This is an optimization exercise on Yosys and OpenROAD, whose aim is small area, not a production implementation. Only simulation tests tie the RTL to the original design; equivalence was not proved. No activity file was given, so power comes from the tool's default toggle rates.

**config.mk**
```make
export PLATFORM = sky130hd
export DESIGN_NAME = dac8734_ctrl
export DESIGN_NICKNAME = dac8734_ctrl
export VERILOG_FILES = /design/flow/design.v
export SDC_FILE = /design/flow/constraint.sdc
export NUM_CORES = 4
export LEC_CHECK = 0
export CAP_MARGIN = 20
export CORE_MARGIN = 2
export CORE_UTILIZATION = 40
export CTS_CLUSTER_DIAMETER = 100
export CTS_CLUSTER_SIZE = 25
export SLEW_MARGIN = 20
```
**constraint.sdc**
```tcl
create_clock -name core_clock -period 10.0 [get_ports {clk}]
set_input_delay 2.0000 -clock core_clock [delete_from_list [all_inputs] [get_ports {clk}]]
set_output_delay 2.0000 -clock core_clock [all_outputs]
set_load 0.01 [all_outputs]
```
**design.v**
```verilog
`timescale 1ns / 1ps
module ascii2hex(
    input [7:0] ascii_input,
    output [3:0] hex_output,
	 output error
    );
	wire [3:0] hex_data;
	assign hex_data = ((ascii_input >= "0") & (ascii_input <= "9"))? ascii_input - "0" :
								( 
									(ascii_input >= "A" & ascii_input <= "F") ? ascii_input - "A" + 8'hA :
									( 
										(ascii_input >= "a" & ascii_input <= "f") ? ascii_input - "a" + 8'hA : 4'h0
									)
								);
	assign hex_output = hex_data;
	assign error = (ascii_input < "0") | ((ascii_input > "9") & (ascii_input < "A")) | 
						((ascii_input > "F") & (ascii_input < "a")) | (ascii_input > "f");
endmodule
`timescale 1ns / 1ps
module hex2ascii(
    input [3:0] hex_input,
    output [7:0] ascii_output
    );
	assign ascii_output = ((hex_input < 4'hA) ? "0" : "A"-8'h0A) +{4'h0, hex_input};
endmodule
module async_receiver(clk, rst, RxD, RxD_data_ready, RxD_data);
input clk, rst, RxD;
output reg RxD_data_ready;   
output reg [7:0] RxD_data;
reg [11:0] acc;
reg Baud8Tick;
always @(posedge clk)
    if (rst) {Baud8Tick, acc} <= 13'd0;
    else {Baud8Tick, acc} <= {1'b0, acc} + 13'd151;
reg [1:0] RxD_sync_inv;
always @(posedge clk) if(rst) RxD_sync_inv <= 0; else if(Baud8Tick) RxD_sync_inv <= {RxD_sync_inv[0], ~RxD};
reg [1:0] RxD_cnt_inv;
reg RxD_bit_inv;
always @(posedge clk)
if(rst)
begin
	RxD_cnt_inv <= 0;
	RxD_bit_inv <= 0;
end
else if(Baud8Tick)
begin
	if( RxD_sync_inv[1] && RxD_cnt_inv!=2'b11) RxD_cnt_inv <= RxD_cnt_inv + 2'h1;
	else
	if(~RxD_sync_inv[1] && RxD_cnt_inv!=2'b00) RxD_cnt_inv <= RxD_cnt_inv - 2'h1;
	if(RxD_cnt_inv==2'b00) RxD_bit_inv <= 1'b0;
	else
	if(RxD_cnt_inv==2'b11) RxD_bit_inv <= 1'b1;
end
reg [3:0] state;
reg [3:0] bit_spacing;
wire next_bit = (bit_spacing==4'd10);
always @(posedge clk)
if(rst || state==0)
	bit_spacing <= 4'b0000;
else
if(Baud8Tick)
	bit_spacing <= {bit_spacing[2:0] + 4'b0001} | {bit_spacing[3], 3'b000};
always @(posedge clk)
if(rst)
	state <= 4'b0000;
else if(Baud8Tick)
case(state)
	4'b0000: if(RxD_bit_inv) state <= 4'b1000;   
	4'b1000: if(next_bit) state <= 4'b1001;   
	4'b1001: if(next_bit) state <= 4'b1010;   
	4'b1010: if(next_bit) state <= 4'b1011;   
	4'b1011: if(next_bit) state <= 4'b1100;   
	4'b1100: if(next_bit) state <= 4'b1101;   
	4'b1101: if(next_bit) state <= 4'b1110;   
	4'b1110: if(next_bit) state <= 4'b1111;   
	4'b1111: if(next_bit) state <= 4'b0001;   
	4'b0001: if(next_bit) state <= 4'b0000;   
	default: state <= 4'b0000;
endcase
always @(posedge clk)
if(Baud8Tick && next_bit && state[3]) RxD_data <= {~RxD_bit_inv, RxD_data[7:1]};
always @(posedge clk)
if(rst)
	RxD_data_ready <= 1'b0;
else
	RxD_data_ready <= (Baud8Tick && next_bit && state==4'b0001 && ~RxD_bit_inv);   
endmodule
module async_transmitter(clk, rst, TxD_start, TxD_data, TxD, TxD_busy);
input clk, rst, TxD_start;
input [7:0] TxD_data;
output TxD, TxD_busy;
reg [14:0] acc;
reg BaudTick;
wire TxD_busy;
always @(posedge clk)
    if (rst) {BaudTick, acc} <= 16'd0;
    else if (TxD_busy) {BaudTick, acc} <= {1'b0, acc} + 16'd151;
reg [3:0] state;
wire TxD_ready = (state==0);
assign TxD_busy = ~TxD_ready;
reg [7:0] TxD_dataReg;
always @(posedge clk) if(TxD_ready & TxD_start) TxD_dataReg <= TxD_data;
always @(posedge clk)
if(rst) state <= 4'b0000; else
case(state)
	4'b0000: if(TxD_start) state <= 4'b0001;
	4'b0001: if(BaudTick) state <= 4'b0100;
	4'b0100: if(BaudTick) state <= 4'b1000;   
	4'b1000: if(BaudTick) state <= 4'b1001;   
	4'b1001: if(BaudTick) state <= 4'b1010;   
	4'b1010: if(BaudTick) state <= 4'b1011;   
	4'b1011: if(BaudTick) state <= 4'b1100;   
	4'b1100: if(BaudTick) state <= 4'b1101;   
	4'b1101: if(BaudTick) state <= 4'b1110;   
	4'b1110: if(BaudTick) state <= 4'b1111;   
	4'b1111: if(BaudTick) state <= 4'b0010;   
	4'b0010: if(BaudTick) state <= 4'b0011;   
	4'b0011: if(BaudTick) state <= 4'b0000;   
	default: if(BaudTick) state <= 4'b0000;
endcase
wire muxbit = TxD_dataReg[state[2:0]];
reg TxD;
always @(posedge clk) if(rst) TxD <= 1'b0; else TxD <= (state<4) | (state[3] & muxbit);
endmodule
`timescale 1ns / 1ps
module tx_fifo (
    input  wire       clk,
    input  wire       rst,
    input  wire [7:0] din,
    input  wire       wr_en,
    input  wire       rd_en,
    output wire [7:0] dout,
    output wire       empty
);
reg [511:0] mem;
reg [6:0] count;
wire full = count[6];
assign empty = (count == 7'd0);
wire [5:0] head = count[5:0] - 6'd1;
assign dout = mem[8*head +: 8];
wire wr = wr_en && !full;
wire rd = rd_en && !empty;
always @(posedge clk)
    if (wr && !rst)
        mem <= {mem[503:0], din};
always @(posedge clk)
    if (rst)
        count <= 7'd0;
    else
        count <= count + {6'd0, wr} - {6'd0, rd};
endmodule
`timescale 1ns / 1ps
module data_receiver
    #(
      parameter BTF_RX_BUFFER_COUNT_WIDTH = 6,
      parameter BTF_RX_BUFFER_BYTES = 32,
      parameter BTF_RX_BUFFER_WIDTH = 8 * BTF_RX_BUFFER_BYTES
      )
    (
    input RxD,
    input clk,
    input rst,
    output btf_wr,                   
    output [7:0] btf_byte,
    output btf_commit,               
    output reg [BTF_RX_BUFFER_COUNT_WIDTH-1:0] BTF_Length,
    output [13:0] CMD_Hit,           
    output CMD_Ready,
    output esc_char_detected,
    output reg [1:0] esc_char,       
    output reg wrong_format
    );
	wire [7:0] usbdata ;
	wire usbready ;
	async_receiver RXUSB(.clk(clk), .rst(rst), .RxD(RxD), .RxD_data_ready(usbready), .RxD_data(usbdata));
	wire [3:0] hexadecimal_value;
	wire non_hexadecimal;
	ascii2hex ascii2hex_moudule(.ascii_input(usbdata), .hex_output(hexadecimal_value), .error(non_hexadecimal));
    wire is_dle = (usbdata == 8'h10);
    wire is_C = (usbdata == "C");
    wire is_R = (usbdata == "R");
    wire is_T = (usbdata == "T");
    wire is_A = (usbdata == "A");
    wire is_W = (usbdata == "W");
    reg esc_detect;    
    reg esc_found;     
    assign esc_char_detected = esc_found;
    always @ (posedge clk)
        if (rst) begin
            esc_detect <= 1'b0;
            esc_found <= 1'b0;
        end
        else begin
            esc_found <= 1'b0;
            if (esc_found) begin
                esc_detect <= 1'b0;
            end
            else if (usbready) begin
                if (!esc_detect) begin
                    esc_detect <= is_dle;
                end
                else begin
                    esc_detect <= 1'b0;
                    esc_found <= is_C | is_R | is_A | is_W;
                end
            end
        end
    always @ (posedge clk)
        if (usbready & esc_detect & ~esc_found)
            esc_char <= {is_A | is_W, is_R | is_W};
	reg [3:0] main_state;
	localparam MAIN_IDLE = 4'h0;
	localparam MAIN_BTF_READ_NUM_DIGITS = 4'h1;
	localparam MAIN_BTF_READ_BYTE_COUNT = 4'h2;
	localparam MAIN_BTF_READ_RAW_DATA = 4'h3;
    localparam MAIN_BTF_READ_RAW_DATA_ESC_DETECTED = 4'h4;
	localparam MAIN_BTF_CHECK_TERMINATOR = 4'h5;
	localparam MAIN_BTF_EXECUTION = 4'h6;
    localparam MAIN_CMD_READ_BYTE_COUNT = 4'h7;
    localparam MAIN_CMD_READ_ASCII_STRING = 4'h8;
    localparam MAIN_CMD_READ_ASCII_STRING_ESC_DETECTED = 4'h9;
	localparam MAIN_CMD_CHECK_TERMINATOR = 4'ha;
	localparam MAIN_CMD_EXECUTION = 4'hb;
    localparam MAIN_ESC_CHAR_DETECTED = 4'hc;
    localparam MAIN_WRONG_FORMAT = 4'hd;
    localparam MAIN_IDLE_FIRST_ESC_DETECTED = 4'he;
	reg [5:0] cnt_rem;
	reg [5:0] cnt_act;
    wire [3:0] cmd_actual_byte_count = cnt_act[3:0];
    reg term_ptr;    
    assign CMD_Ready = (main_state == MAIN_CMD_EXECUTION);
    wire active = !rst && !esc_char_detected && usbready;
    assign btf_byte = usbdata;
    assign btf_wr = active && (main_state == MAIN_BTF_READ_RAW_DATA);
    wire term_ok = (usbdata == (term_ptr ? 8'd10 : 8'd13));
    assign btf_commit = active && (main_state == MAIN_BTF_CHECK_TERMINATOR) && term_ok && term_ptr;
    localparam NCMD = 14;
    localparam [8*14-1:0] S1  = "*IDN?";
    localparam [8*14-1:0] S2  = {8'h10, "TEST", 8'h10};
    localparam [8*14-1:0] S3  = "WRITE REG";
    localparam [8*14-1:0] S4  = "SET CONFIG";
    localparam [8*14-1:0] S5  = "RESET";
    localparam [8*14-1:0] S6  = "LDAC";
    localparam [8*14-1:0] S7  = "LDAC LENGTH";
    localparam [8*14-1:0] S8  = "ADJ INTENSITY";
    localparam [8*14-1:0] S9  = "READ INTENSITY";
    localparam [8*14-1:0] S10 = "CAPTURE BTF";
    localparam [8*14-1:0] S11 = "BTF READ COUNT";
    localparam [8*14-1:0] S12 = "READ BTF";
    localparam [8*14-1:0] S13 = "UPDATE BITS";
    localparam [8*14-1:0] S14 = "READ BITS";
    localparam [8*14*NCMD-1:0] SALL = {S14, S13, S12, S11, S10, S9, S8, S7, S6, S5, S4, S3, S2, S1};
    localparam [4*NCMD-1:0] LALL = {4'd9, 4'd11, 4'd8, 4'd14, 4'd11, 4'd14, 4'd13, 4'd11, 4'd4, 4'd5, 4'd10, 4'd9, 4'd6, 4'd5};
    reg [3:0] cmd_k;
    wire [NCMD-1:0] first_hit;    
    wire [NCMD-1:0] next_ok;      
    genvar gk, gp;
    generate
        for (gk = 0; gk < NCMD; gk = gk + 1) begin : match_gen
            localparam [3:0] LEN = LALL[4*gk +: 4];
            wire [LEN-1:0] pos_ok;
            assign pos_ok[0] = 1'b0;
            for (gp = 1; gp < LEN; gp = gp + 1) begin : pos_gen
                assign pos_ok[gp] = (cmd_actual_byte_count == gp) &&
                                    (usbdata == SALL[8*14*gk + 8*(LEN-1-gp) +: 8]);
            end
            assign first_hit[gk] = (cnt_rem[3:0] == LEN) && (usbdata == SALL[8*14*gk + 8*(LEN-1) +: 8]);
            assign next_ok[gk] = (cmd_k == gk + 1) && (|pos_ok);
        end
    endgenerate
    reg [3:0] k_first;
    integer ki;
    always @(*) begin
        k_first = 4'd0;
        for (ki = 0; ki < NCMD; ki = ki + 1)
            if (first_hit[ki]) k_first = k_first | (ki + 1);
    end
    wire k_ok = |next_ok;
    wire [NCMD-1:0] cmd_hit;
    generate
        for (gk = 0; gk < NCMD; gk = gk + 1) begin : hit_gen
            assign cmd_hit[gk] = (cmd_k == gk + 1);
        end
    endgenerate
    assign CMD_Hit = cmd_hit;
    always @ (posedge clk)
        if (rst) begin
            main_state <= MAIN_IDLE;
            wrong_format <= 1'b0;
            BTF_Length <= 0;
        end
        else if (esc_char_detected == 1'b1) begin
            main_state <= MAIN_ESC_CHAR_DETECTED;
            wrong_format <= 1'b0;
        end
        else begin
            case (main_state)
                MAIN_IDLE: begin
                        wrong_format <= 1'b0;
                        if (usbready == 1) begin
                            if (usbdata[7:0] == "#")
                                main_state <= MAIN_BTF_READ_NUM_DIGITS;
                            else if (usbdata[7:0] == "!")
                                main_state <=  MAIN_CMD_READ_BYTE_COUNT;
                            else if (is_dle)
                                main_state <=  MAIN_IDLE_FIRST_ESC_DETECTED;
                            else
                                main_state <= MAIN_WRONG_FORMAT;
                        end
                    end
                MAIN_IDLE_FIRST_ESC_DETECTED:
                    if (usbready == 1) begin
                        if (!(is_C | is_R | is_T | is_A | is_W))
                            main_state <= MAIN_WRONG_FORMAT;
                        else
                            main_state <= MAIN_IDLE;
                    end
                MAIN_BTF_READ_NUM_DIGITS:
                    if (usbready == 1) begin
                        if (non_hexadecimal == 0) begin
                            cnt_act <= {2'b00, hexadecimal_value[3:0]};
                            main_state <= MAIN_BTF_READ_BYTE_COUNT;
                            cnt_rem <= 0;
                        end
                        else
                            main_state <= MAIN_WRONG_FORMAT;
                    end
                MAIN_BTF_READ_BYTE_COUNT:
                    if  (usbready == 1) begin
                        if (non_hexadecimal == 0) begin
                            cnt_rem <= {cnt_rem[1:0], hexadecimal_value[3:0]};
                            cnt_act <= cnt_act - 6'd1;
                            if (cnt_act[3:0] == 4'h1) begin
                                main_state <= MAIN_BTF_READ_RAW_DATA;
                                cnt_act <= 6'h0;
                            end
                        end
                        else
                            main_state <= MAIN_WRONG_FORMAT;
                    end
                MAIN_BTF_READ_RAW_DATA:
                    if  (usbready == 1) begin
                        cnt_rem <= cnt_rem - 6'd1;
                        cnt_act <= cnt_act + 6'd1;
                        if (is_dle)
                            main_state <= MAIN_BTF_READ_RAW_DATA_ESC_DETECTED;
                        else if (cnt_rem == 6'h1) begin
                            main_state <= MAIN_BTF_CHECK_TERMINATOR;
                            term_ptr <= 1'b0;
                        end
                    end
                MAIN_BTF_READ_RAW_DATA_ESC_DETECTED:
                    if  (usbready == 1) begin
                        if (is_dle) begin
                            if (cnt_rem == 6'h0) begin
                                main_state <= MAIN_BTF_CHECK_TERMINATOR;
                                term_ptr <= 1'b0;
                            end
                            else
                                main_state <= MAIN_BTF_READ_RAW_DATA;
                        end
                        else
                            main_state <= MAIN_WRONG_FORMAT;
                    end
                MAIN_BTF_CHECK_TERMINATOR:
                    if  (usbready == 1) begin
                        if (term_ok) begin
                            if (term_ptr) begin
                                main_state <= MAIN_BTF_EXECUTION;
                                term_ptr <= 1'b0;
                                BTF_Length <= cnt_act;
                            end
                            else
                                term_ptr <= 1'b1;
                        end
                        else
                            main_state <= MAIN_WRONG_FORMAT;
                    end
                MAIN_BTF_EXECUTION:
                    main_state <= MAIN_IDLE;
                MAIN_CMD_READ_BYTE_COUNT:
                    if  (usbready == 1'b1) begin
                        if (non_hexadecimal == 1'b0) begin
                            cnt_rem <= {2'b00, hexadecimal_value[3:0]};
                            main_state <= MAIN_CMD_READ_ASCII_STRING;
                            cnt_act <= 6'd0;
                        end
                        else
                            main_state <= MAIN_WRONG_FORMAT;
                    end
                MAIN_CMD_READ_ASCII_STRING:
                    if  (usbready == 1) begin
                        cnt_rem <= cnt_rem - 6'd1;
                        cnt_act <= cnt_act + 6'd1;
                        if (is_dle)
                            main_state <= MAIN_CMD_READ_ASCII_STRING_ESC_DETECTED;
                        else if (cnt_rem[3:0] == 4'd1) begin
                            main_state <= MAIN_CMD_CHECK_TERMINATOR;
                            term_ptr <= 1'b0;
                        end
                    end
                MAIN_CMD_READ_ASCII_STRING_ESC_DETECTED:
                    if  (usbready == 1) begin
                        if (is_dle) begin
                            if (cnt_rem[3:0] == 4'd0) begin
                                main_state <= MAIN_CMD_CHECK_TERMINATOR;
                                term_ptr <= 1'b0;
                            end
                            else
                                main_state <= MAIN_CMD_READ_ASCII_STRING;
                        end
                        else
                            main_state <= MAIN_WRONG_FORMAT;
                    end
                MAIN_CMD_CHECK_TERMINATOR:
                    if  (usbready == 1) begin
                        if (term_ok) begin
                            if (term_ptr) begin
                                main_state <= MAIN_CMD_EXECUTION;
                                term_ptr <= 1'b0;
                            end
                            else
                                term_ptr <= 1'b1;
                        end
                        else
                            main_state <= MAIN_WRONG_FORMAT;
                    end
                MAIN_CMD_EXECUTION:
                    main_state <= MAIN_IDLE;
                MAIN_ESC_CHAR_DETECTED:
                    main_state <= MAIN_IDLE;
                MAIN_WRONG_FORMAT: begin
                        wrong_format <= 1'b1;
                        main_state <= MAIN_IDLE;
                    end
                default:
                    main_state <= MAIN_IDLE;
            endcase
        end
    always @ (posedge clk)
        if (!rst && !esc_char_detected && usbready && main_state == MAIN_CMD_READ_ASCII_STRING)
            cmd_k <= (cmd_actual_byte_count == 4'd0) ? k_first : (k_ok ? cmd_k : 4'd0);
endmodule
module btf_rings(
    input clk,
    input rst,
    input rx_wr,              
    input [7:0] rx_byte,      
    input commit,             
    input capture,            
    input s_ok,               
    input [4:0] rd_j,         
    output reg [31:0] S,      
    output [7:0] B_out,       
    output [4:0] B_k,         
    output [7:0] rd_byte
);
    reg [255:0] R, B, C;
    reg [4:0] ph;
    reg clr;                  
    reg [4:0] hR, hB, hC;
    reg rx_pend;
    reg cb_req, cb_act, cc_req, cc_act;
    reg [3:0] s_pend;         
    wire wr_now = rx_pend && (ph == hR + 5'd1);
    wire zero = rst | clr;
    wire [7:0] R_out = R[255:248];
    assign B_out = B[255:248];
    assign B_k = hB - ph;
    wire [7:0] C_out = C[255:248];
    always @(posedge clk) begin
        R <= {R[247:0], zero ? 8'h00 : (wr_now ? rx_byte : R_out)};
        B <= {B[247:0], zero ? 8'h00 : (cb_act ? R_out : B_out)};
        C <= {C[247:0], zero ? 8'h00 : (cc_act ? B_out : C_out)};
    end
    always @(posedge clk)
        if (rst) begin
            ph <= 5'd0;
            clr <= 1'b1;
            hR <= 5'd0;
            hB <= 5'd0;
            hC <= 5'd0;
            rx_pend <= 1'b0;
            cb_req <= 1'b0;
            cb_act <= 1'b0;
            cc_req <= 1'b0;
            cc_act <= 1'b0;
            s_pend <= 4'd0;
            S <= 32'd0;
        end
        else begin
            ph <= ph + 5'd1;
            if (ph == 5'd31) clr <= 1'b0;
            if (rx_wr) rx_pend <= 1'b1;
            else if (wr_now) begin
                rx_pend <= 1'b0;
                hR <= hR + 5'd1;
            end
            if (commit) cb_req <= 1'b1;
            else if (cb_req && ph == 5'd31) begin
                cb_req <= 1'b0;
                cb_act <= 1'b1;
                hB <= hR;
            end
            else if (cb_act && ph == 5'd31) begin
                cb_act <= 1'b0;
                s_pend <= 4'hf;
            end
            if (s_ok && B_k[4:2] == 3'b000 && s_pend[B_k[1:0]]) begin
                S[8*B_k[1:0] +: 8] <= B_out;
                s_pend[B_k[1:0]] <= 1'b0;
            end
            if (capture) cc_req <= 1'b1;
            else if (cc_req && ph == 5'd31) begin
                cc_req <= 1'b0;
                cc_act <= 1'b1;
                hC <= hB;
            end
            else if (cc_act && ph == 5'd31) cc_act <= 1'b0;
        end
    wire [4:0] rd_pos = ph - hC - 5'd2 - rd_j;
    assign rd_byte = C[8*rd_pos +: 8];
endmodule
`timescale 1ns / 1ps
module data_sender
(
    input clk,
    input rst,
    output TxD,
    input esc_char_detected,
    input [1:0] esc_char,             
    input wrong_format,
    input [2:0] tx1_kind,
    input TX_buffer1_ready,
    input TX_buffer2_ready,
    output [4:0] cap_rd_j,            
    input [7:0] cap_rd_byte,
    input [5:0] BTF_read_count,
    input [5:0] BTF_Length,
    input [7:0] LED_intensity,
    input [31:0] patterns
);
    localparam [2:0] K_WF = 3'd0, K_RSTAT = 3'd1, K_IDN = 3'd2, K_TEST = 3'd3,
                     K_WLEN = 3'd4, K_LED = 3'd5, K_UNK = 3'd6, K_PAT = 3'd7;
	reg TX_buffer1_ready_delay;
	reg TX_buffer2_ready_delay;
	wire TX_buffer1_PosEdge = TX_buffer1_ready & ~TX_buffer1_ready_delay;
	wire TX_buffer2_PosEdge = TX_buffer2_ready & ~TX_buffer2_ready_delay;
    always @ (posedge clk)
        if (rst) begin
            TX_buffer1_ready_delay <= 1'b0;
            TX_buffer2_ready_delay <= 1'b0;
        end
        else begin
            TX_buffer1_ready_delay <= TX_buffer1_ready;
            TX_buffer2_ready_delay <= TX_buffer2_ready;
        end
    reg reset_FIFO;
    reg [7:0] FIFO_din;
    reg FIFO_wr_en;
    reg FIFO_rd_en;
    wire [7:0] FIFO_dout;
    wire FIFO_empty;
    tx_fifo transmitter_FIFO(
    .clk(clk),
    .rst(reset_FIFO | rst),
    .din(FIFO_din),
    .wr_en(FIFO_wr_en),
    .rd_en(FIFO_rd_en),
    .dout(FIFO_dout),
    .empty(FIFO_empty)
  );
    reg [1:0] src;
    reg [6:0] idx;       
    wire [2:0] kind = (src == 2'd0) ? K_WF : (src == 2'd1) ? K_RSTAT : tx1_kind;
    function [7:0] hexc(input [3:0] v);
        hexc = ((v < 4'hA) ? "0" : "A"-8'h0A) + {4'h0, v};
    endfunction
    function [7:0] str_byte(input [8*14-1:0] s, input [3:0] n, input [3:0] i);
        str_byte = s[8*(n-1-i) +: 8];
    endfunction
    reg [7:0] b1_byte;
    reg [4:0] b1_len;
    always @(*) begin
        b1_byte = 8'h00;
        b1_len = 5'd0;
        case (kind)
            K_WF: begin
                b1_len = 5'd14;
                b1_byte = str_byte("!CWrong format", 4'd14, idx[3:0]);
            end
            K_RSTAT: begin
                b1_len = 5'd5;
                case (idx[2:0])
                    3'd0: b1_byte = patterns[31:24];
                    3'd1: b1_byte = patterns[23:16];
                    3'd2: b1_byte = patterns[15:8];
                    3'd3: b1_byte = patterns[7:0];
                    default: b1_byte = 8'h00;
                endcase
            end
            K_IDN: begin
                b1_len = 5'd11;
                b1_byte = str_byte("!9DAC v1_10", 4'd11, idx[3:0]);
            end
            K_TEST: begin
                b1_len = 5'd12;
                b1_byte = str_byte("!ATest rec'd", 4'd12, idx[3:0]);
            end
            K_WLEN: begin
                b1_len = 5'd15;
                b1_byte = (idx[3:0] == 4'd14) ? {2'b00, BTF_Length} : str_byte("!DWrong length", 4'd14, idx[3:0]);
            end
            K_LED: begin
                b1_len = 5'd3;
                b1_byte = (idx[1:0] == 2'd0) ? "!" : (idx[1:0] == 2'd1) ? "1" : LED_intensity;
            end
            K_UNK: begin
                b1_len = 5'd13;
                b1_byte = str_byte("!BUnknown CMD", 4'd13, idx[3:0]);
            end
            K_PAT: begin
                b1_len = 5'd6;
                case (idx[2:0])
                    3'd0: b1_byte = "!";
                    3'd1: b1_byte = "4";
                    3'd2: b1_byte = patterns[31:24];
                    3'd3: b1_byte = patterns[23:16];
                    3'd4: b1_byte = patterns[15:8];
                    default: b1_byte = patterns[7:0];
                endcase
            end
        endcase
    end
    wire b1_more = (idx[4:0] != b1_len);
    reg [7:0] b2_byte;
    always @(*) begin
        if (idx[6]) begin
            case (idx[2:0])
                3'd3: b2_byte = "#";
                3'd4: b2_byte = "3";
                3'd5: b2_byte = "0";
                3'd6: b2_byte = hexc({2'b00, BTF_read_count[5:4]});
                default: b2_byte = hexc(BTF_read_count[3:0]);
            endcase
        end
        else if (idx[5])
            b2_byte = 8'h00;
        else
            b2_byte = cap_rd_byte;
    end
    assign cap_rd_j = idx[4:0];
    wire b2_more = (idx != {1'b0, BTF_read_count});
	localparam [3:0] MAIN_FIFO_INITIALIZE = 4'd0;
	localparam [3:0] MAIN_FIFO_INITIALIZE_WAIT = 4'd1;
	localparam [3:0] MAIN_IDLE = 4'd2;
    localparam [3:0] MAIN_ESC_CHAR_SEND = 4'd3;
    localparam [3:0] MAIN_SEND_FINISH = 4'd4;
	localparam [3:0] MAIN_BUFFER1_SEND = 4'd5;
	localparam [3:0] MAIN_BUFFER2_SEND = 4'd6;
	localparam [3:0] MAIN_SEND_TERMINATOR = 4'd7;
    localparam [3:0] MAIN_ESC_DETECTED = 4'd8;
	reg [3:0] main_state;
    reg esc_already_encountered;
    wire [7:0] head = (main_state == MAIN_BUFFER2_SEND) ? b2_byte : b1_byte;
    wire more = (main_state == MAIN_BUFFER2_SEND) ? b2_more : b1_more;
    always @ (posedge clk)
        if (rst) begin
            main_state <= MAIN_FIFO_INITIALIZE;
            esc_already_encountered <= 1'b0;
            reset_FIFO <= 1'b0;
            FIFO_wr_en <= 1'b0;
        end
        else if (esc_char_detected == 1'b1) begin
            if (esc_char != 2'd2) begin    
                reset_FIFO <= 1'b1;
                FIFO_wr_en <= 1'b0;
                src <= esc_char;
                main_state <= MAIN_ESC_DETECTED;
                idx <= 7'd15;
            end
        end
        else begin
            case (main_state)
                MAIN_FIFO_INITIALIZE: begin
                        main_state <= MAIN_FIFO_INITIALIZE_WAIT;
                        reset_FIFO <= 1'b1;
                        FIFO_wr_en <= 1'b0;
                        idx <= 7'd15;
                    end
                MAIN_FIFO_INITIALIZE_WAIT: begin
                        reset_FIFO <= 1'b0;
                        if (idx[3:0] == 4'd0)
                            main_state <= MAIN_IDLE;
                        else
                            idx <= idx - 7'd1;
                    end
                MAIN_IDLE:
                    if (wrong_format == 1'b1) begin
                        main_state <= MAIN_BUFFER1_SEND;
                        src <= 2'd0;
                        idx <= 7'd0;
                    end
                    else if (TX_buffer1_PosEdge == 1'b1) begin
                        main_state <= MAIN_BUFFER1_SEND;
                        src <= 2'd2;
                        idx <= 7'd0;
                    end
                    else if (TX_buffer2_PosEdge == 1'b1) begin
                        main_state <= MAIN_BUFFER2_SEND;
                        idx <= 7'd123;
                        esc_already_encountered <= 1'b0;
                    end
                MAIN_ESC_DETECTED: begin
                        reset_FIFO <= 1'b0;
                        if (idx[3:0] == 4'd0) begin
                            main_state <= MAIN_ESC_CHAR_SEND;
                            FIFO_din <= 8'h10;
                            FIFO_wr_en <= 1'b1;
                        end
                        else
                            idx <= idx - 7'd1;
                    end
                MAIN_ESC_CHAR_SEND: begin
                        FIFO_din <= (src == 2'd0) ? "C" : (src == 2'd1) ? "R" : "W";
                        FIFO_wr_en <= 1'b1;
                        if (src == 2'd1) begin    
                            main_state <= MAIN_BUFFER1_SEND;
                            idx <= 7'd0;
                        end
                        else
                            main_state <= MAIN_SEND_FINISH;
                    end
                MAIN_SEND_FINISH: begin
                        main_state <= MAIN_IDLE;
                        FIFO_wr_en <= 1'b0;
                    end
                MAIN_BUFFER1_SEND, MAIN_BUFFER2_SEND:
                    if (more) begin
                        FIFO_din <= head;
                        FIFO_wr_en <= 1'b1;
                        if ((head == 8'h10) && (esc_already_encountered == 1'b0))
                            esc_already_encountered <= 1'b1;
                        else begin
                            esc_already_encountered <= 1'b0;
                            idx <= idx + 7'd1;
                        end
                    end
                    else begin
                        main_state <= MAIN_SEND_TERMINATOR;
                        FIFO_din <= 8'h0d;
                        FIFO_wr_en <= 1'b1;
                        idx <= 7'd1;
                    end
                MAIN_SEND_TERMINATOR:
                    if (idx[1]) begin
                        main_state <= MAIN_IDLE;
                        FIFO_wr_en <= 1'b0;
                    end
                    else begin
                        FIFO_din <= 8'h0a;
                        FIFO_wr_en <= 1'b1;
                        idx <= 7'd2;
                    end
                default:
                    main_state <= MAIN_IDLE;
		endcase
	end
	wire TxD_busy;
	reg TxD_start;
	async_transmitter TXUSB(.clk(clk), .rst(rst), .TxD(TxD), .TxD_busy(TxD_busy), .TxD_start(TxD_start),
									.TxD_data(FIFO_dout));
	reg [1:0] transmitter_state;
	localparam [1:0] TX_IDLE = 2'd0;
	localparam [1:0] TX_WAIT1 = 2'd1;
	localparam [1:0] TX_WAIT2 = 2'd2;
    always @ (posedge clk)
        if (rst) begin
            transmitter_state <= TX_IDLE;
            TxD_start <= 1'b0;
            FIFO_rd_en <= 1'b0;
        end
        else
        case (transmitter_state)
            TX_IDLE:
                if (FIFO_empty != 1'b1) begin
                    TxD_start <= 1'b1;
                    transmitter_state <= TX_WAIT1;
                end
                else
                    TxD_start <= 1'b0;
            TX_WAIT1:
                begin
                    TxD_start <= 1'b0;
                    FIFO_rd_en <= 1'b1;
                    transmitter_state <= TX_WAIT2;
                end
            TX_WAIT2:
                begin
                    FIFO_rd_en <= 1'b0;
                    if (TxD_busy == 1'b0)
                        transmitter_state <= TX_IDLE;
                end
            default:
                transmitter_state <= TX_IDLE;
		endcase
endmodule
`timescale 1ns / 1ps
module clock_divider(
    input wire CLK100MHZ,
    input wire reset,
    input wire [7:0] divide,
    input wire count_enable,
    output wire count_end
    );
reg[7:0] count;
assign count_end = (count == 8'h0);
always @(posedge CLK100MHZ) begin
    begin
        if(count_enable == 1'b1) begin
            count[7:0] <= count[7:0] - 8'h1;
            if( count[7:0] == 8'h0 ) begin
                count[7:0] <= {1'b0,divide[7:1]} - 8'h1;
            end
        end
        else begin
            count[7:0] <= {1'b0,divide[7:1]} - 8'h1;
        end
    end
end
endmodule
`timescale 1ns / 1ps
module shift_register_out(
    input wire CLK100MHZ,
    input wire reset,
    input wire lsb_first,
    input wire data_load,
    input wire [31:0] data_in,
    input wire write,
    output wire sdo
    );
reg [5:0] k;     
always @(posedge CLK100MHZ)
    if (reset || write)
        k <= 6'd0;
    else if (data_load && k != 6'd33)
        k <= k + 6'd1;
wire [4:0] j = k[4:0] - 5'd1;                   
wire [4:0] sel = lsb_first ? j : ~j;
assign sdo = (k != 6'd0) && (k[5] == 1'b0 || k[4:0] == 5'd0) && data_in[sel];
endmodule
`timescale 1ns / 1ps
module shift_register_in(
    input wire CLK100MHZ,
    input wire reset,
    input wire lsb_first,
    input wire data_load,
    input wire sdi,
    input wire clear_register,
    output wire [31:0] data_out
    );
reg[31:0] data;
assign data_out[31:0] = data[31:0];
always@(posedge CLK100MHZ) begin
    if(reset) begin
        data[31:0] <= 32'h0;
    end
    else begin
        if( clear_register == 1'b1) begin
            data[31:0] <= 32'b0;
        end
        else if(data_load == 1'b1) begin
            if(lsb_first == 1'b1) begin
                data[31:0] <= {data[30:0], sdi};
            end
            else begin
                data[31:0] <= {sdi,data[31:1]};
            end
        end
    end
end
endmodule
`timescale 1ns / 1ps
module spi_fsm_module
#(
    parameter NUM_CS = 1
)
(
    input  wire CLK100MHZ,
    input  wire reset,
    input  wire [31:0] spi_word,
    input  wire spi_config_selected,
    input  wire spi_data_selected,
    output wire busy,
    output wire loading,            
    output wire sdo,
    output wire cpol,
    output wire cspol,
    output wire slave_en,
    output wire cs_next,
    output wire sck_next,
    output wire[NUM_CS-1:0] cs_val
);
reg config_lsb_first;
reg config_slave_en;
reg config_end_spi;
reg[7:0] config_cs;
reg[4:0] config_length;
reg config_cspol;
reg config_cpol;
reg config_cpha;
reg[7:0] clk_div;
reg busy_state;
reg spi_start;
reg [4:0] data_remain;
reg data_load;
reg sck_next_state;
reg cs_next_state;
reg spi_counter_state;
reg initialize_reg;
wire spi_counter_end;
wire reduced_config_cpha = config_cpha ^ config_slave_en;
localparam [2:0] IDLE = 3'd0, LOW = 3'd1, HIGH = 3'd2, WAIT_LOW = 3'd3,
                 LAST_HIGH = 3'd4, LAST_LOW = 3'd5, EXTEND_LOW = 3'd6;
reg [2:0] spi_fsm_state;
assign busy = busy_state;
assign loading = initialize_reg;
assign cpol = config_cpol;
assign cspol = config_cspol;
assign slave_en = config_slave_en;
assign cs_next = cs_next_state;
assign sck_next = sck_next_state;
assign cs_val[NUM_CS-1:0] = config_cs[NUM_CS-1:0];
clock_divider clock_divider_0 (
    .CLK100MHZ(CLK100MHZ),
    .reset(reset),
    .divide(clk_div),
    .count_enable(spi_counter_state),
    .count_end(spi_counter_end)
);
shift_register_out shift_register_out_0(
    .CLK100MHZ(CLK100MHZ),
    .reset(reset),
    .lsb_first(config_lsb_first),
    .data_load(data_load),
    .data_in(spi_word),
    .write(initialize_reg),
    .sdo(sdo)
);
always @(posedge CLK100MHZ) begin
    if(reset) begin
        spi_start <= 1'b0;
        {config_lsb_first, config_slave_en, config_end_spi, config_cs, config_length, config_cspol, config_cpol, config_cpha, clk_div} <= 27'h0;
    end
    else begin
        if( spi_config_selected & ~busy_state) begin
            {config_lsb_first, config_slave_en, config_end_spi} <= spi_word[31:29];
            {config_cs, config_length, config_cspol, config_cpol, config_cpha, clk_div} <= spi_word[23:0];
        end
        spi_start <= spi_data_selected & ~busy_state;
    end
end
always @(posedge CLK100MHZ) begin
    if(reset) begin
        busy_state <= 1'b0;
        spi_fsm_state <= IDLE;
        data_load <= 1'b0;
        sck_next_state <= 1'b0;
        cs_next_state <= 1'b0;
        spi_counter_state <= 1'b0;
        initialize_reg <= 1'b0;
    end
    else begin
        case(spi_fsm_state)
            IDLE:
            begin
                data_remain[4:0] <= config_length[4:0];
                if(spi_start == 1'b1) begin
                    busy_state <= 1'b1;
                    cs_next_state <= 1'b1;
                    if(reduced_config_cpha == 1'b0) begin
                        data_load <= 1'b1;
                        spi_fsm_state <= LOW;
                    end
                    else begin
                        data_load <= 1'b0;
                        spi_fsm_state <= EXTEND_LOW;
                    end
                    spi_counter_state <= 1'b1;
                    sck_next_state <= 1'b0;
                    initialize_reg <= 1'b0;
                end
                else begin
                    cs_next_state <= 1'b0;
                    sck_next_state <= 1'b0;
                    busy_state <= spi_data_selected;
                    data_load <= 1'b0;
                    spi_counter_state <= 1'b0;
                    initialize_reg <= 1'b1;
                end
            end
            LOW:
            begin
                initialize_reg <= 1'b0;
                if(spi_counter_end == 1'b1) begin
                    spi_fsm_state <= (data_remain[4:0] == 5'h0) ? LAST_HIGH : HIGH;
                    sck_next_state <= 1'b1;
                    data_load <= reduced_config_cpha;
                end
                else begin
                    sck_next_state <= 1'b0;
                    data_load <= 1'b0;
                end
            end
            HIGH:
            begin
                if( spi_counter_end == 1'b1 ) begin
                    data_remain[4:0] <= data_remain[4:0] - 5'h1;
                    spi_fsm_state <= LOW;
                    data_load <= ~reduced_config_cpha;
                    sck_next_state <= 1'b0;
                end
                else begin
                    sck_next_state <= 1'b1;
                    data_load <= 1'b0;
                end
            end
            WAIT_LOW:
            begin
                data_remain[4:0] <= config_length[4:0];
                if(spi_start == 1'b1) begin
                    busy_state <= 1'b1;
                    if(reduced_config_cpha == 1'b0) begin
                        spi_fsm_state <= LOW;
                        data_load <= 1'b1;
                    end
                    else begin
                        spi_fsm_state <= EXTEND_LOW;
                        data_load <= 1'b0;
                    end
                    spi_counter_state <= 1'b1;
                    initialize_reg <= 1'b0;
                    sck_next_state <= 1'b0;
                end
                else begin
                    initialize_reg <= 1'b1;
                    spi_counter_state <= 1'b0;
                    busy_state <= 1'b0;
                    data_load <= 1'b0;
                    sck_next_state <= 1'b0;
                end
            end
            LAST_HIGH:
            begin
                if(spi_counter_end == 1'b1) begin
                    spi_fsm_state <= LAST_LOW;
                    if( reduced_config_cpha == 1'b1 )
                        data_load <= 1'b0;
                    else if( config_slave_en == 1'b0)
                        data_load <= 1'b1;
                    sck_next_state <= 1'b0;
                end
                else begin
                    sck_next_state <= 1'b1;
                    data_load <= 1'b0;
                end
            end
            LAST_LOW:
            begin
                sck_next_state <= 1'b0;
                data_load <= 1'b0;
                if(spi_counter_end == 1'b1) begin
                    busy_state <= 1'b1;
                    if(config_end_spi == 1'b1) begin
                        spi_fsm_state <= IDLE;
                        cs_next_state <= 1'b0;
                    end
                    else
                        spi_fsm_state <= WAIT_LOW;
                end
            end
            EXTEND_LOW:
            begin
                initialize_reg <= 1'b0;
                sck_next_state <= 1'b0;
                data_load <= 1'b0;
                if(spi_counter_end == 1'b1)
                    spi_fsm_state <= LOW;
            end
            default: ;
        endcase
    end
end
endmodule
`timescale 1ns / 1ps
module spi_multiple_single_output
#(
    parameter NUM_CS = 1
)
(
    input wire CLK100MHZ,
    input wire cpol,
    input wire cspol,
    input wire slave_en,
    input wire cs_next,
    input wire sdo,
    input wire sck_next,
    input wire [NUM_CS - 1:0]cs_val,
    output wire io_out,
    output wire io_oe,
    output wire sck,
    output wire [NUM_CS - 1:0] cs
);
genvar i;
reg sck_buffer;
reg[NUM_CS -1 :0] cs_buffer;
generate
    for (i = 0; i < NUM_CS; i = i + 1) begin : io_buf_gen
        always @(posedge CLK100MHZ) begin
            cs_buffer[i] <= ~ ( cspol ^( cs_next && cs_val[i] ));
        end
    end
endgenerate
assign io_out = sdo;
assign io_oe = ~slave_en;
assign sck = sck_buffer;
assign cs[NUM_CS-1:0] = cs_buffer[NUM_CS-1:0];
always @(posedge CLK100MHZ) begin
    sck_buffer <= sck_next ^ cpol;
end
endmodule
`timescale 1ns / 1ps
module dac8734_ctrl(
    input  wire       clk,
    input  wire       reset,
    input  wire       uart_rxd,
    output wire       uart_txd,
    output wire       sck,
    output wire [7:0] cs,
    output wire       io_out,
    output wire       io_oe,
    output wire       ldac_n
);
localparam NUM_CS = 8;
localparam C_IDN = 0, C_TEST = 1, C_WRITE_REG = 2, C_SET_CONFIG = 3, C_RESET = 4,
           C_LDAC = 5, C_LDAC_LENGTH = 6, C_ADJ_INTENSITY = 7, C_READ_INTENSITY = 8,
           C_CAPTURE_BTF = 9, C_BTF_READ_COUNT = 10, C_READ_BTF = 11,
           C_UPDATE_BITS = 12, C_READ_BITS = 13;
localparam [2:0] K_IDN = 3'd2, K_TEST = 3'd3, K_WLEN = 3'd4, K_LED = 3'd5,
                 K_UNK = 3'd6, K_PAT = 3'd7;
wire [31:0] BTF_Buffer;       
wire [7:0] B_out;
wire [4:0] B_k;
wire btf_wr, btf_commit;
wire [7:0] btf_byte;
wire btf_capture;
wire upd_set;
wire [4:0] cap_rd_j;
wire [7:0] cap_rd_byte;
wire [5:0] BTF_Length;
wire [13:0] CMD_Hit;
wire CMD_Ready;
wire esc_char_detected;
wire [1:0] esc_char;
wire wrong_format;
data_receiver receiver(
    .RxD                                (uart_rxd),
    .clk                                (clk),
    .rst                                (reset),
    .btf_wr                             (btf_wr),
    .btf_byte                           (btf_byte),
    .btf_commit                         (btf_commit),
    .BTF_Length                         (BTF_Length),
    .CMD_Hit                            (CMD_Hit),
    .CMD_Ready                          (CMD_Ready),
    .esc_char_detected                  (esc_char_detected),
    .esc_char                           (esc_char),
    .wrong_format                       (wrong_format)
);
btf_rings rings(
    .clk                                (clk),
    .rst                                (reset),
    .rx_wr                              (btf_wr),
    .rx_byte                            (btf_byte),
    .commit                             (btf_commit),
    .capture                            (btf_capture),
    .s_ok                               (spi_loading),
    .rd_j                               (cap_rd_j),
    .S                                  (BTF_Buffer),
    .B_out                              (B_out),
    .B_k                                (B_k),
    .rd_byte                            (cap_rd_byte)
);
reg [2:0] tx1_kind;
reg TX_buffer1_ready;
reg TX_buffer2_ready;
reg [5:0] BTF_read_count;
reg [7:0] LED_intensity;
reg [31:0] patterns;
data_sender sender(
    .clk                                    (clk),
    .rst                                    (reset),
    .TxD                                    (uart_txd),
    .esc_char_detected                      (esc_char_detected),
    .esc_char                               (esc_char),
    .wrong_format                           (wrong_format),
    .tx1_kind                               (tx1_kind),
    .TX_buffer1_ready                       (TX_buffer1_ready),
    .TX_buffer2_ready                       (TX_buffer2_ready),
    .cap_rd_j                               (cap_rd_j),
    .cap_rd_byte                            (cap_rd_byte),
    .BTF_read_count                         (BTF_read_count),
    .BTF_Length                             (BTF_Length),
    .LED_intensity                          (LED_intensity),
    .patterns                               (patterns)
);
reg spi_reset;
reg spi_config_selected;
reg spi_data_selected;
wire busy;
wire spi_loading;
wire sdo;
wire cpol;
wire cspol;
wire slave_en;
wire cs_next;
wire sck_next;
wire [NUM_CS-1:0] cs_val;
spi_fsm_module #(
    .NUM_CS                              (NUM_CS)
) spi_fsm_inst (
    .CLK100MHZ                           (clk),
    .reset                               (spi_reset | reset),
    .spi_word                            (BTF_Buffer[31:0]),
    .spi_config_selected                 (spi_config_selected),
    .spi_data_selected                   (spi_data_selected),
    .busy                                (busy),
    .loading                             (spi_loading),
    .sdo                                 (sdo),
    .cpol                                (cpol),
    .cspol                               (cspol),
    .slave_en                            (slave_en),
    .cs_next                             (cs_next),
    .sck_next                            (sck_next),
    .cs_val                              (cs_val)
);
spi_multiple_single_output #(
    .NUM_CS                              (NUM_CS)
) spi_mso_inst (
    .CLK100MHZ                           (clk),
    .cpol                                (cpol),
    .cspol                               (cspol),
    .slave_en                            (slave_en),
    .cs_next                             (cs_next),
    .sdo                                 (sdo),
    .sck_next                            (sck_next),
    .cs_val                              (cs_val),
    .io_out                              (io_out),
    .io_oe                               (io_oe),
    .sck                                 (sck),
    .cs                                  (cs)
);
reg ldac_bar;
assign ldac_n = ldac_bar;
reg [7:0] ldac_length;
reg [7:0] ldac_pause_count;
reg upd_pend, upd_act;
wire upd_now = (upd_pend && B_k == 5'd7) || upd_act;
wire [1:0] upd_m = B_k[1:0];            
wire [7:0] upd_data = BTF_Buffer[8*upd_m +: 8];
always @(posedge clk)
    if (reset) begin
        upd_pend <= 1'b0;
        upd_act <= 1'b0;
        patterns <= 32'd0;
    end
    else begin
        if (upd_set) upd_pend <= 1'b1;
        else if (upd_pend && B_k == 5'd7) begin
            upd_pend <= 1'b0;
            upd_act <= 1'b1;
        end
        else if (upd_act && B_k == 5'd4) upd_act <= 1'b0;
        if (upd_now)
            patterns[8*upd_m +: 8] <= (patterns[8*upd_m +: 8] & ~B_out) | (B_out & upd_data);
    end
localparam [2:0] MAIN_IDLE = 3'd0,
                 MAIN_SPI_CONFIG = 3'd1,
                 MAIN_RESET = 3'd2,
                 MAIN_DAC_WAIT_FOR_BUSY_ON = 3'd3,
                 MAIN_DAC_WAIT_FOR_BUSY_OFF = 3'd4,
                 MAIN_DAC_LDAC_PAUSE = 3'd5,
                 MAIN_DAC_LDAC_OFF = 3'd6,
                 MAIN_UNKNOWN_CMD = 3'd7;
reg [2:0] main_state;
assign upd_set = !reset && !esc_char_detected && main_state == MAIN_IDLE && CMD_Ready && CMD_Hit[C_UPDATE_BITS];
assign btf_capture = !reset && !esc_char_detected && main_state == MAIN_IDLE && CMD_Ready && CMD_Hit[C_CAPTURE_BTF];
always @ (posedge clk) begin
    if (reset) begin
        main_state <= MAIN_IDLE;
        TX_buffer1_ready <= 1'b0;
        TX_buffer2_ready <= 1'b0;
        LED_intensity <= 8'd0;
        spi_reset <= 1'b0;
        spi_config_selected <= 1'b0;
        spi_data_selected <= 1'b0;
        ldac_bar <= 1'b1;
        ldac_length <= 8'd40;
        BTF_read_count <= 'd0;
    end
    else if (esc_char_detected == 1'b1) begin
        if (esc_char == 2'd0) begin    
            TX_buffer1_ready <= 1'b0;
            TX_buffer2_ready <= 1'b0;
            main_state <= MAIN_IDLE;
            spi_reset <= 1'b0;
            spi_config_selected <= 1'b0;
            spi_data_selected <= 1'b0;
        end
    end
    else begin
        case (main_state)
            MAIN_IDLE: begin
                spi_config_selected <= 1'b0;
                spi_data_selected <= 1'b0;
                if (CMD_Ready == 1'b1) begin
                    if (CMD_Hit[C_IDN]) begin
                        tx1_kind <= K_IDN;
                        TX_buffer1_ready <= 1'b1;
                    end
                    else if (CMD_Hit[C_TEST]) begin
                        tx1_kind <= K_TEST;
                        TX_buffer1_ready <= 1'b1;
                    end
                    else if (CMD_Hit[C_WRITE_REG]) begin
                        if (BTF_Length != 6'd4) begin
                            tx1_kind <= K_WLEN;
                            TX_buffer1_ready <= 1'b1;
                        end
                        else if (busy != 1'b1) begin
                            main_state <= MAIN_DAC_WAIT_FOR_BUSY_ON;
                            spi_data_selected <= 1'b1;
                        end
                    end
                    else if (CMD_Hit[C_SET_CONFIG]) begin
                        if (BTF_Length != 6'd8) begin
                            tx1_kind <= K_WLEN;
                            TX_buffer1_ready <= 1'b1;
                        end
                        else if (busy != 1'b1) begin
                            main_state <= MAIN_SPI_CONFIG;
                            spi_config_selected <= 1'b1;
                        end
                    end
                    else if (CMD_Hit[C_RESET]) begin
                        spi_reset <= 1'b1;
                        main_state <= MAIN_RESET;
                    end
                    else if (CMD_Hit[C_LDAC]) begin
                        ldac_bar <= 1'b0;
                        ldac_pause_count <= ldac_length;
                        main_state <= MAIN_DAC_LDAC_PAUSE;
                    end
                    else if (CMD_Hit[C_LDAC_LENGTH]) begin
                        ldac_length <= BTF_Buffer[7:0];
                    end
                    else if (CMD_Hit[C_ADJ_INTENSITY]) begin
                        LED_intensity <= BTF_Buffer[7:0];
                    end
                    else if (CMD_Hit[C_READ_INTENSITY]) begin
                        tx1_kind <= K_LED;
                        TX_buffer1_ready <= 1'b1;
                    end
                    else if (CMD_Hit[C_CAPTURE_BTF]) begin
                    end
                    else if (CMD_Hit[C_BTF_READ_COUNT]) begin
                        BTF_read_count <= BTF_Buffer[5:0];
                    end
                    else if (CMD_Hit[C_READ_BTF]) begin
                        TX_buffer2_ready <= 1'b1;
                    end
                    else if (CMD_Hit[C_UPDATE_BITS]) begin
                    end
                    else if (CMD_Hit[C_READ_BITS]) begin
                        tx1_kind <= K_PAT;
                        TX_buffer1_ready <= 1'b1;
                    end
                    else begin
                        main_state <= MAIN_UNKNOWN_CMD;
                    end
                end
                else begin
                    TX_buffer1_ready <= 1'b0;
                    TX_buffer2_ready <= 1'b0;
                end
            end
            MAIN_DAC_WAIT_FOR_BUSY_ON: begin
                spi_data_selected <= 1'b0;
                if (busy != 1'b1)
                    main_state <= MAIN_DAC_WAIT_FOR_BUSY_OFF;
            end
            MAIN_DAC_WAIT_FOR_BUSY_OFF: begin
                if (busy != 1'b1)
                    main_state <= MAIN_IDLE;
            end
            MAIN_SPI_CONFIG : begin
                if (busy != 1'b1)
                    main_state <= MAIN_IDLE;
            end
            MAIN_DAC_LDAC_PAUSE: begin
                if (ldac_pause_count == 0)
                    main_state <= MAIN_DAC_LDAC_OFF;
                ldac_pause_count <= ldac_pause_count - 'd1;
            end
            MAIN_DAC_LDAC_OFF: begin
                ldac_bar <= 1'b1;
                main_state <= MAIN_IDLE;
            end
            MAIN_RESET: begin
                spi_reset <= 1'b0;
                main_state <= MAIN_IDLE;
            end
            MAIN_UNKNOWN_CMD: begin
                tx1_kind <= K_UNK;
                TX_buffer1_ready <= 1'b1;
                main_state <= MAIN_IDLE;
            end
        endcase
    end
end
endmodule
```
**flow/run.sh**
```bash
#!/bin/bash
# Own layout flow: the standard layout (standard.sh), except that
# - the standard synthesis maps its combinational logic with an area-oriented
#   ABC script (flow/abc_area.script) instead of ORFS's speed script; the rest
#   of the synthesis, registers included, is unchanged: the only change is
#   the -script argument of yosys's abc call;
# - clock tree synthesis inserts no dummy loads and uses clkbuf_8 above the
#   sink clusters (CTS_ARGS, which ORFS's cts.tcl uses in place of its own).
# Each tool's output goes to a log file of its own in the work folder.
set -euo pipefail
W=$(pwd)
F="$W/flow"

# synthesis script: synth_recipe.tcl with abc's -script argument replaced
{
  echo "proc abc {args} { set i [lsearch \$args -script]; lset args [expr {\$i+1}] {$F/abc_area.script}; yosys abc {*}\$args }"
  cat "$W/synth_recipe.tcl"
} > "$W/own_synth.tcl"

# the standard make command with that synthesis script, for the synthesis only
sed "s#SYNTH_SCRIPT=[^ ]*#SYNTH_SCRIPT=$W/own_synth.tcl#" "$W/standard.sh" > "$W/own_synth.sh"
grep -q "SYNTH_SCRIPT=$W/own_synth.tcl" "$W/own_synth.sh"

bash "$W/own_synth.sh" synth > "$W/synth.log" 2>&1
# the rest of the standard layout, from the floorplan to the final DEF
B=sky130_fd_sc_hd__clkbuf
CTS="-sink_clustering_enable -repair_clock_nets -dont_use_dummy_load -sink_clustering_size 25 -sink_clustering_max_diameter 120 -tree_buf ${B}_8 -root_buf ${B}_8"
bash "$W/standard.sh" "CTS_ARGS=$CTS" finish > "$W/layout.log" 2>&1
test -f "$W/out/final.def"
```
**flow/abc_area.script**
```
&get -n
&st
&synch2
&dch -f
&nf -R 1000 -p -F 8 -A 4 -a
&put
```
**standard.sh**
```bash
#!/bin/bash
# synth_recipe.tcl (not shown) runs the flow's synth.tcl, then flattens the netlist and writes it again
# the make line also repeats each setting of config.mk as NAME=value (left out here)
make -C /OpenROAD-flow-scripts/flow DESIGN_CONFIG=/design/flow/config.mk WORK_HOME=/design/flow/orfs CLKGATE_MAP_FILE= SYNTH_SCRIPT=/design/flow/synth_recipe.tcl "${@:-finish}"
```
==> results of run 1 <==
==> critical path: stages, from the launching register on <==
cell,delay [ns]
dfxtp_1,0.48
clkinv_1,0.16
ha_1,0.37
xnor2_1,0.82
a21oi_1,0.17
a32oi_1,0.22
mux4_2,0.26
mux2i_1,0.08
nor2_1,0.10
clkdlybuf4s50_1,0.56
==> worst max-delay path by stage <==
stage	startpoint	endpoint	cells past startpoint
global placement	sender.idx[0]$_SDFFCE_PP1P_	sender.idx[3]$_SDFFCE_PP1P_	14
CTS	spi_fsm_inst.shift_register_out_0.k[0]$_SDFFE_PP0P_	io_out	9
floorplan	reset	sender.transmitter_FIFO.mem[0]$_DFFE_PP_	2
detailed placement	sender.idx[0]$_SDFFCE_PP1P_	sender.idx[3]$_SDFFCE_PP1P_	14
finish	spi_fsm_inst.shift_register_out_0.k[0]$_SDFFE_PP0P_	io_out	9
global route	spi_fsm_inst.shift_register_out_0.k[0]$_SDFFE_PP0P_	io_out	9
==> synthesized netlist by cell type, types with 50 or more instances <==
library cell / count
nand3_1: 77
ha_1: 83
dfxtp_1: 1035
edfxtp_1: 580
a22oi_1: 104
nor3_1: 80
xor2_1: 61
xnor2_1: 53
o21ai_0: 180
nor2_1: 390
a21oi_1: 275
mux4_2: 213
clkinv_1: 103
nand2_1: 347
mux2i_1: 50
==> layout make-up <==
class	instances	area [µm²]	area share
antenna	6	15.01	0.0002458
sequential	1615	38140	0.6243
clock buffer	75	1775	0.02906
multi-input combinational	2419	17910	0.2932
timing repair buffer	58	511.7	0.008377
inverter	103	386.6	0.006329
tap	1876	2347	0.03842
==> kinds of logic (layout without fill, tap and decap cells) <==
logic type,Yosys count,count (layout)
DFF,1615,1615
AOI/OAI and AO/OA,828,828
buffers and inverters,103,236
and+or+nand+nor,1118,1118
muxes,267,267
xor gates and xnor gates,114,114
other,0,6
adders and majority gates,92,92
==> stage by stage <==
stage / setup slack, ns / cell area (µm²) / hold WS [ns] / setup TNS [ns]
floorplan: -0.2660 / 56310 / 0.3096 / -136.21
global placement: 4.413 / 59280 / 0.3095 / 0
detailed placement: 4.241 / 59280 / 0.3121 / 0
CTS: 3.970 / 61050 / 0.2392 / 0
global route: 3.651 / 61080 / 0.2532 / 0
finish: 4.014 / 61090 / 0.2417 / 0
==> power by group through the flow <==
stage / Clock [W] / Combinational [W] / Sequential, W
floorplan: 0 / 0.00332 / 0.00773
CTS: 0.00326 / 0.00462 / 0.00751
detailed placement: 0 / 0.00461 / 0.00766
global placement: 0 / 0.00459 / 0.00764
finish: 0.00311 / 0.00455 / 0.00751
global route: 0.00347 / 0.00499 / 0.00756
==> layer usage <==
layer,track usage,part of all wire
met5,0,0.000069
met4,0.05443,0.034
met3,0.02655,0.047
met2,0.2424,0.45
met1,0.2288,0.47
==> flow_summary.yaml, run 1 <==
outcome:
  outcome: "no timing/DRC/antenna violations"
cells_and_area:
  fin_nets: 4367
  largest_register_ffs: 512
  top_register: "sender.transmitter_FIFO.mem"
  syn2layout_area_growth_pct: 8.514
  drive_above_1_share: 0.08290
  instances_no_fill: 6152
  layout_commonest_cell: "dfxtp_1"
  mostFrequentLayoutCells: "dfxtp_1, edfxtp_1, nor2_1, nand2_1, a21oi_1"
  fillerInstances: 12717
  utilization: 0.4378
grt:
  grt_pass1_vias: 32003
  antenna_found_initial: 3
  grt_use_total: 0.1588
  grt_max_degree: 203
  grt_first_pass_wirelength_um: 182500
  gr-total-overflow: 0
power_and_ir_drop:
  p_seq_frac: 0.495
  finalPower_w: 0.01517
  power_frac_comb: 0.300
  swShare: 0.3230
  p_int_w: 0.01027
  net-switching-power_w: 0.004899
  clock_power_share: 0.205
  p_per_area_nw_per_um2: 248.3
  peakVddDrop_mv: 0.2802
  p_leak_nw: 20.71
logic_synthesis:
  synth.distinct_cells: 67
  synth_top_area_frac: 0.3680
  ys_seq_elements: 1615
  synth_top_family_by_area: "multiplexers"
  netlist_area_um2: 56300
  synth_warnings: 11
  async_flop_share: 0
  synth_simple_gate_area_frac: 0.08941
  synth_cells: 4137
  yosysTopAreaCell: "dfxtp_1"
  seq_area_frac_synth: 0.6774
  synth-xor-area-share: 0.01774
  synth_compound_area_frac: 0.09203
  ys.flop_type: "dfxtp_1"
  synthMuxAreaShare: 0.09490
  synth_nets: 4232
  synth_edf_count: 580
  synth.area.top_cells: "dfxtp_1, edfxtp_1, mux4_2"
  avgSynthCellArea_um2: 13.61
  synthAdderAreaFrac: 0.02165
sta:
  min_period_over_period: 0.5986
  skew_ns: 0.1114
  setup_viol: 0
  hold_violations: 0
  finalCriticalPeriod_ns: 5.986
  max_freq_mhz: 167.1
  grt_setup_unrepaired: "false"
  drv_slew: 0
  tightest_slew_ns: 1.133
  maxSlewHeadroom: 0.2444
clock_tree:
  ctsResizeCount: 0
  clkLatencyLatePin_ns: 0.86
  tritoncts: "built"
  numCtsBuffers: 75
  cts.path.max_buffers: 3
  path_clk_slew_ns: 0.09
  postCtsSetupBuffers: 0
  ctsHtreeMaxLevel: 3
  hold_buffers: 0
  cts_num_sinks: 1615
  cts-root-buf: "clkbuf_8"
hold_path:
  hold_path.class: "reg -> reg"
  holdPathStages: 0
  holdPathEnd: "rings.B[213]$_DFF_P_"
  min_from: "rings.B[205]$_DFF_P_"
setup_path:
  critPathKind: "reg -> out"
  critPathCaptureType: "output port"
  r2r_end: "sender.idx[0]$_SDFFCE_PP1P_"
  worstPathArrival_ns: 3.99
  cp_max_fo: 13
  r2r_start: "sender.idx[0]$_SDFFCE_PP1P_"
  worst_setup_path_start_kind: "flip-flop"
  reg2reg_setup_slack_ns: 4.34
  required_ns: 8.00
  rr_worst_depth: 14
floorplanning:
  die_x_um: 379.2
  ioPinCount: 16
  die_h_um: 379.2
  die_area_um2: 143800
  start_util: 0.4035
  coreArea_um2: 139500
  num_rows: 137
routing:
  ant_nets: 0
  vias_per_cell: 5.365
  drt_iter0_drc: 2898
  drtPass1Iterations: 7
  routed_wl_um: 115400
  vias: 33007
  wl_per_cell_um: 18.76
  remaining_drc_errors: 0
place:
  dp_cells: 6071
  dpl.hpwl_um: 74120
  place_congestion: 0.9208
  portBuffers: 15
job:
  cap_violations: 0
==> run 2: changes to the inputs <==
--- a/design.v
+++ b/design.v
@@ -126,5 +126,6 @@
 module tx_fifo (
     input  wire       clk,
-    input  wire       rst,
+    input  wire       rst,      
+    input  wire       grst,     
     input  wire [7:0] din,
     input  wire       wr_en,
@@ -133,20 +134,64 @@
     output wire       empty
 );
-reg [511:0] mem;
-reg [6:0] count;
-wire full = count[6];
-assign empty = (count == 7'd0);
-wire [5:0] head = count[5:0] - 6'd1;
-assign dout = mem[8*head +: 8];
-wire wr = wr_en && !full;
-wire rd = rd_en && !empty;
+reg [6:0] wr_ptr;
+reg [6:0] rd_ptr;
+wire full = (wr_ptr[5:0] == rd_ptr[5:0]) && (wr_ptr[6] != rd_ptr[6]);
+assign empty = (wr_ptr == rd_ptr);
+wire acc = wr_en && !full && !rst;
+reg [5:0] ph;
+reg [511:0] ring;
+reg [7:0] d0, d1, d2;
+reg [5:0] l0, l1, l2;
+reg v0, v1, v2;
+wire [5:0] ph1 = ph + 6'd1;
+wire [5:0] q_in = ph1 - wr_ptr[5:0];
+wire [5:0] q0 = ph1 - l0;
+wire [5:0] q1 = ph1 - l1;
+wire [5:0] q2 = ph1 - l2;
+wire c_in = acc && q_in[1:0] == 2'd0;
+wire c0 = v0 && q0[1:0] == 2'd0;
+wire c1 = v1 && q1[1:0] == 2'd0;
+wire c2 = v2;                     
+wire we = c_in | c0 | c1 | c2;
+wire [7:0] wbus = c_in ? din : c0 ? d0 : c1 ? d1 : d2;
+wire [3:0] wtap = c_in ? q_in[5:2] : c0 ? q0[5:2] : c1 ? q1[5:2] : q2[5:2];
+integer t;
+always @(posedge clk) begin
+    ring <= {ring[503:0], ring[511:504]};
+    for (t = 0; t < 16; t = t + 1)
+        if (we && wtap == t)
+            ring[32*t +: 8] <= wbus;
+end
+always @(posedge clk) begin
+    d0 <= din;
+    l0 <= wr_ptr[5:0];
+    v0 <= acc && !c_in;
+    d1 <= d0;
+    l1 <= l0;
+    v1 <= v0 && !c0;
+    d2 <= d1;
+    l2 <= l1;
+    v2 <= v1 && !c1;
+end
+wire [5:0] H = rd_ptr[5:0];
+wire [5:0] hpos = ph - H;
+assign dout = (v0 && l0 == H) ? d0 :
+              (v1 && l1 == H) ? d1 :
+              (v2 && l2 == H) ? d2 : ring[8*hpos +: 8];
 always @(posedge clk)
-    if (wr && !rst)
-        mem <= {mem[503:0], din};
-always @(posedge clk)
-    if (rst)
-        count <= 7'd0;
-    else
-        count <= count + {6'd0, wr} - {6'd0, rd};
+    if (grst) ph <= 6'd0;
+    else ph <= ph + 6'd1;
+always @(posedge clk) begin
+    if (rst) begin
+        wr_ptr <= 'd0;
+        rd_ptr <= 'd0;
+    end
+    else begin
+        if (wr_en && !full)
+            wr_ptr <= wr_ptr + 'd1;
+        if (rd_en && !empty)
+            rd_ptr <= rd_ptr + 'd1;
+    end
+end
 endmodule
 `timescale 1ns / 1ps
@@ -565,4 +610,5 @@
     .clk(clk),
     .rst(reset_FIFO | rst),
+    .grst(rst),
     .din(FIFO_din),
     .wr_en(FIFO_wr_en),
==> flow_summary.yaml, run 2 <==
setup_path:
  endpoint: "io_out"
  cp_max_fo: 12
  critPathKind: "reg -> out"
  required_ns: 8.00
  worst_setup_path_start_kind: "flip-flop"
  rr_worst_depth: 14
  startpoint: "spi_fsm_inst.shift_register_out_0.k[0]$_SDFFE_PP0P_"
  reg2reg_setup_slack_ns: 4.17
  critPathCaptureType: "output port"
  r2r_end: "sender.idx[0]$_SDFFCE_PP1P_"
  worstPathArrival_ns: 4.08
  r2r_start: "sender.idx[0]$_SDFFCE_PP1P_"
clock_tree:
  cts_num_sinks: 1673
  hold_buffers: 0
  cts.path.max_buffers: 3
  tritoncts: "built"
  ctsHtreeMaxLevel: 3
  clkLatencyLatePin_ns: 0.87
  ctsResizeCount: 0
  cts-root-buf: "clkbuf_8"
  numCtsBuffers: 76
  postCtsSetupBuffers: 0
  path_clk_slew_ns: 0.10
outcome:
  outcome: "no timing/DRC/antenna violations"
logic_synthesis:
  synth_edf_count: 68
  synthMuxAreaShare: 0.1070
  yosysTopAreaCell: "dfxtp_1"
  synth_common_cells: "dfxtp_1, nor2_1, nand2_1"
  synth_top_area_frac: 0.5821
  seq_area_frac_synth: 0.6191
  synth_simple_gate_area_frac: 0.1089
  ys_seq_elements: 1673
  synth_cells: 4682
  synth_top_family_by_area: "simple AND/OR/NAND/NOR gates"
  synth-xor-area-share: 0.02554
  synthAdderAreaFrac: 0.02525
  ys.flop_type: "dfxtp_1"
  synth.area.top_cells: "dfxtp_1, mux4_2, edfxtp_1"
  synth_compound_area_frac: 0.1069
  async_flop_share: 0
  avgSynthCellArea_um2: 11.79
  synth_most_common_cell: "dfxtp_1"
  netlist_area_um2: 55200
  synth.distinct_cells: 68
  synth_nets: 4791
routing:
  wl_per_cell_um: 19.06
  ant_nets: 0
  vias: 35629
  drtPass1Iterations: 6
  routed_wl_um: 126400
  remaining_drc_errors: 0
  drt_iter0_drc: 2999
  vias_per_cell: 5.370
power_and_ir_drop:
  net-switching-power_w: 0.004474
  p_int_w: 0.01014
  p_per_area_nw_per_um2: 243.3
  clock_power_share: 0.221
  p_leak_nw: 21.90
  swShare: 0.3062
  power_frac_comb: 0.232
  finalPower_w: 0.01461
  peakVddDrop_mv: 0.1772
  p_seq_frac: 0.548
floorplanning:
  die_h_um: 375.5
  num_rows: 136
  coreArea_um2: 137200
  die_x_um: 375.5
  ioPinCount: 16
  start_util: 0.4025
  die_area_um2: 141000
cells_and_area:
  fin_nets: 4946
  largest_register_ffs: 512
  top_register: "sender.transmitter_FIFO.ring"
  layout_commonest_cell: "dfxtp_1"
  mostFrequentLayoutCells: "dfxtp_1, nor2_1, nand2_1, a21oi_1, o21ai_0"
  drive_above_1_share: 0.08190
  fillerInstances: 12796
  syn2layout_area_growth_pct: 8.833
  utilization: 0.4380
place:
  place_congestion: 0.9289
  portBuffers: 15
  dp_slack_ns: 4.041
  dpl.hpwl_um: 84830
sta:
  setup_tns_ns: 0
  grt_setup_unrepaired: "false"
  hold-worst-slack_ns: 0.2436
  finalCriticalPeriod_ns: 6.075
  final.setup.worst_slack_ns: 3.925
  min_period_over_period: 0.6075
  tightest_slew_ns: 1.126
  maxSlewHeadroom: 0.2450
  hold_violations: 0
  setup_viol: 0
  skew_ns: 0.09986
  max_freq_mhz: 164.6
  drv_slew: 0
grt:
  grt_max_degree: 103
  antenna_found_initial: 3
  gr-total-overflow: 0
  grt_pass1_vias: 34476
job:
  cap_violations: 0
hold_path:
  hold_path.class: "reg -> reg"
## run 2: cell types whose count changed after synthesis, sizes merged, moves of 13 or more
cell    change
nand2      +85
dfxtp     +570
o22ai      +13
ha         +14
a32oi      -16
nor3       +23
mux2i      +18
nor2       +72
edfxtp    -512
xnor2      +35
a21oi     +110
o21ai      +64
mux4       +14
## run 2: cells by family (layout without fill, tap and decap cells)
group,count (synthesis),after routing
buffers and inverters,109,262
DFF,1673,1673
adders and majority gates,106,106
muxes,305,305
AOI/OAI and AO/OA,989,989
and+or+nand+nor,1339,1339
other,0,6
xor gates and xnor gates,161,161
## run 2: metrics by stage
step | area [µm²] | cells
2_1_floorplan | 55200 | 4682
6_report | 60080 | 6635
5_1_grt | 60070 | 6633
3_5_place_dp | 58240 | 6553
4_1_cts | 60040 | 6629
3_3_place_gp | 58230 | 6553
## run 2: worst min-delay path by stage
| stage | startpoint | end | slack [ns] | cells past startpoint |
|---|---|---|---|---|
| after CTS | rings.R[225]$_DFF_P_ | rings.R[233]$_DFF_P_ | 0.24 | 0 |
| after floorplan | rings.B[92]$_DFF_P_ | rings.B[100]$_DFF_P_ | 0.31 | 0 |
| after global placement | rings.R[24]$_DFF_P_ | rings.R[32]$_DFF_P_ | 0.31 | 0 |
| after global routing | rings.R[225]$_DFF_P_ | rings.R[233]$_DFF_P_ | 0.25 | 0 |
| after detailed placement | rings.B[135]$_DFF_P_ | rings.B[143]$_DFF_P_ | 0.31 | 0 |
| final | rings.B[192]$_DFF_P_ | rings.B[200]$_DFF_P_ | 0.24 | 0 |
## run 2: cell type report
class / count / area (µm²) / area share
Timing Repair Buffer: 77 / 629.4 / 0.01048
Multi-Input combinational cell: 2900 / 20810 / 0.3463
Tap cell: 1794 / 2245 / 0.03736
Clock buffer: 76 / 1800 / 0.02997
Antenna cell: 6 / 15.01 / 0.0002499
Sequential cell: 1673 / 34170 / 0.5688
Inverter: 109 / 409.1 / 0.006810
## run 2: critical path, cell delays in order (launching register included)
cell and delay [ns]:
dfxtp_1 0.46, clkinv_1 0.17, ha_1 0.36, xor2_2 0.54
mux4_2 0.59, mux4_2 0.49, mux2i_1 0.16, nor2_1 0.06
clkdlybuf4s50_1 0.47
## run 2: power groups by stage
stage	clock network, W	registers, W	logic [W]
detailed placement	0	0.00814	0.00339
floorplan	0	0.00799	0.00237
finish	0.00322	0.00801	0.00338
CTS	0.00334	0.00800	0.00340
global placement	0	0.00813	0.00337
global route	0.00357	0.00810	0.00371
## run 2: metal layers
layer / routed length (µm) / GRT usage / up-vias
li1: - / - / 17168
met1: 59540 / 0.2507 / 17481
met2: 57670 / 0.2838 / 816
met3: 6047 / 0.02717 / 162
met4: 3164 / 0.04440 / 2
met5: 13 / 0 / -
